What follows belongs to an exercise in optimizing a design on an open flow for small area; a production flow would make more cautious choices. Function was checked by simulation only, so behaviour that the tests miss may differ from the original. Power is estimated from default activity; no workload was simulated.

Setup of run A:
## riscv_cpu
module riscv_cpu (
    input clk, reset,
    output [31:0] PC,
    input  [31:0] Instr,
    output MemWrite,
    output [31:0] Mem_WrAddr, Mem_WrData,
    input  [31:0] ReadData,
    output [31:0] Result
);
==> flow/config.mk <==
export PLATFORM = sky130hd
export DESIGN_NAME = riscv_cpu
export DESIGN_NICKNAME = riscv_cpu
export VERILOG_FILES = /design/flow/design.v
export SDC_FILE = /design/flow/constraint.sdc
export NUM_CORES = 4
export LEC_CHECK = 0
export CAP_MARGIN = 20
export CORE_MARGIN = 2
export CORE_UTILIZATION = 40
export SETUP_SLACK_MARGIN = 0.3
export SLEW_MARGIN = 20
export SYNTH_HIERARCHICAL = 1
export BUFFER_PORTS_ARGS = -buffer_cell sky130_fd_sc_hd__buf_2
export CTS_ARGS = -sink_clustering_enable -repair_clock_nets -buf_list sky130_fd_sc_hd__clkbuf_8 -dont_use_dummy_load -sink_clustering_size 12 -sink_clustering_max_diameter 50
==> flow/constraint.sdc <==
create_clock -name core_clock -period 13.0 [get_ports {clk}]
set_input_delay 2.6000 -clock core_clock [delete_from_list [all_inputs] [get_ports {clk}]]
set_output_delay 2.6000 -clock core_clock [all_outputs]
set_load 0.01 [all_outputs]
standard.sh (not shown) runs the stock make flow with config.mk's settings and CLKGATE_MAP_FILE= SYNTH_SCRIPT=/design/flow/synth_recipe.tcl, a recipe that flattens the netlist after the stock synthesis.
==> flow/flow/run.sh <==
#!/bin/bash
# Own layout flow: the standard flow (standard.sh), with these changes:
#  - port buffers use buf_2 instead of the resizer's default pick,
#  - clock tree synthesis with clkbuf_8 only and without dummy loads.
# Each tool's full output goes to the ORFS logs under orfs/logs/, and
# standard.sh's own output to standard.log in this folder.
set -euo pipefail
cat >> config.mk <<'EOC'
export BUFFER_PORTS_ARGS = -buffer_cell sky130_fd_sc_hd__buf_2
export CTS_ARGS = -sink_clustering_enable -repair_clock_nets -buf_list sky130_fd_sc_hd__clkbuf_8 -dont_use_dummy_load -sink_clustering_size 12 -sink_clustering_max_diameter 50
EOC
bash standard.sh > standard.log 2>&1
Run A: full flow OK, the timing, design-rule and antenna checks passed
For run C, these inputs were changed with respect to run A:
# run A
export LEC_CHECK = 0
export CAP_MARGIN = 20
export CORE_MARGIN = 2
export CORE_UTILIZATION = 40
export SETUP_SLACK_MARGIN = 0.3
export SLEW_MARGIN = 20
export SYNTH_HIERARCHICAL = 1
export BUFFER_PORTS_ARGS = -buffer_cell sky130_fd_sc_hd__buf_2
export CTS_ARGS = -sink_clustering_enable -repair_clock_nets -buf_list sky130_fd_sc_hd__clkbuf_8 -dont_use_dummy_load -sink_clustering_size 12 -sink_clustering_max_diameter 50
create_clock -name core_clock -period 13.0 [get_ports {clk}]
# run C
export LEC_CHECK = 0
export CAP_MARGIN = 10
export CORE_MARGIN = 2
export CORE_UTILIZATION = 40
export SETUP_SLACK_MARGIN = 0.3
export SLEW_MARGIN = 10
export SYNTH_HIERARCHICAL = 1
export BUFFER_PORTS_ARGS = -buffer_cell sky130_fd_sc_hd__buf_2
export CTS_ARGS = -sink_clustering_enable -repair_clock_nets -buf_list sky130_fd_sc_hd__clkbuf_8 -dont_use_dummy_load -sink_clustering_size 16 -sink_clustering_max_diameter 60
create_clock -name core_clock -period 13.0 [get_ports {clk}]
--- a/flow/flow/run.sh
+++ b/flow/flow/run.sh
@@ -10 +10 @@
-export CTS_ARGS = -sink_clustering_enable -repair_clock_nets -buf_list sky130_fd_sc_hd__clkbuf_8 -dont_use_dummy_load -sink_clustering_size 12 -sink_clustering_max_diameter 50
+export CTS_ARGS = -sink_clustering_enable -repair_clock_nets -buf_list sky130_fd_sc_hd__clkbuf_8 -dont_use_dummy_load -sink_clustering_size 16 -sink_clustering_max_diameter 60
Results
- Looking only at share of final-layout standard cells stronger than drive strength 1, and setting everything else aside, the higher value of run A and run C goes to run A.
- Worst-path cell with the longest stage delay: a221o_2 -> run A, nor2_2 -> run C
- Looking at the reports, run C completed the entire flow and the layout it produced met the timing, design-rule and antenna checks.
- Run A → run C: count of clock-buffer cells in the layout has decreased; core utilization now smaller; count of placed standard cells including taps was more or less identical.

---

riscv_cpu, a different RTL version from the one above (not shown whole).
Size: roughly 1,000 flip-flops.
export LEC_CHECK = 0
export CAP_MARGIN = 10
export CORE_MARGIN = 2
export CORE_UTILIZATION = 40
export SETUP_SLACK_MARGIN = 0.3
export SLEW_MARGIN = 10
export SYNTH_HIERARCHICAL = 1
export BUFFER_PORTS_ARGS = -buffer_cell sky130_fd_sc_hd__buf_2
export CTS_ARGS = -sink_clustering_enable -repair_clock_nets -buf_list sky130_fd_sc_hd__clkbuf_8 -dont_use_dummy_load -sink_clustering_size 16 -sink_clustering_max_diameter 60
create_clock -name core_clock -period 13.0 [get_ports {clk}]
==> flow/flow/run.sh <==
#!/bin/bash
# Own layout flow: the standard flow (standard.sh), with these changes:
#  - port buffers use buf_2 instead of the resizer's default pick,
#  - clock tree synthesis with clkbuf_8 only and without dummy loads.
# Each tool's full output goes to the ORFS logs under orfs/logs/, and
# standard.sh's own output to standard.log in this folder.
set -euo pipefail
cat >> config.mk <<'EOC'
export BUFFER_PORTS_ARGS = -buffer_cell sky130_fd_sc_hd__buf_2
export CTS_ARGS = -sink_clustering_enable -repair_clock_nets -buf_list sky130_fd_sc_hd__clkbuf_8 -dont_use_dummy_load -sink_clustering_size 16 -sink_clustering_max_diameter 60
EOC
bash standard.sh > standard.log 2>&1
Next try:
Settings changed: PLACE_DENSITY from default to 0.7.
Result:
- setup slack got worse by 130 ps
- combinational power goes up by about 3%
- hold slack stays flat
- global-route usage barely changes

[static timing again, ports no longer ideal]
No port has a modelled driver above. Below, the same layouts with a new extraction and two added sets of constraints.
Step 1 assumes that a clkbuf_16 drives the clock port and a buf_2 every other input.
Step 2, shift: input delay + t, output delay - t, t = (earliest + latest rising clock arrival at the registers) / 2. This alone moves slack from input paths to output paths.
a / b / c = no drivers / after step 1 / after step 2; a / b = the first two.
run | t (ns) | setup slack, ns | worst hold slack (ns) | clock arrival spread, ns | worst register clock-pin slew, ns
run A | 0.913 | 0.426 / 0.399 / 0.399 | 0.511 / 0.511 / 0.511 | 0.136 / 0.136 | 0.09 / 0.09
run C | 0.858 | 0.480 / 0.458 / 0.458 | 0.514 / 0.514 / 0.514 | 0.101 / 0.102 | 0.11 / 0.11
the first run of note 2 | 0.856 | 0.228 / 0.165 / 0.165 | 0.511 / 0.511 / 0.511 | 0.138 / 0.138 | 0.11 / 0.11
the second run of note 2 | 0.871 | 0.102 / 0.076 / 0.076 | 0.513 / 0.513 / 0.513 | 0.175 / 0.175 | 0.11 / 0.11
After both steps every run listed still meets setup and hold. The setup slack of the first run of note 2, which loses most, moves by -0.063 ns with the drivers and by -0.063 ns with both steps.
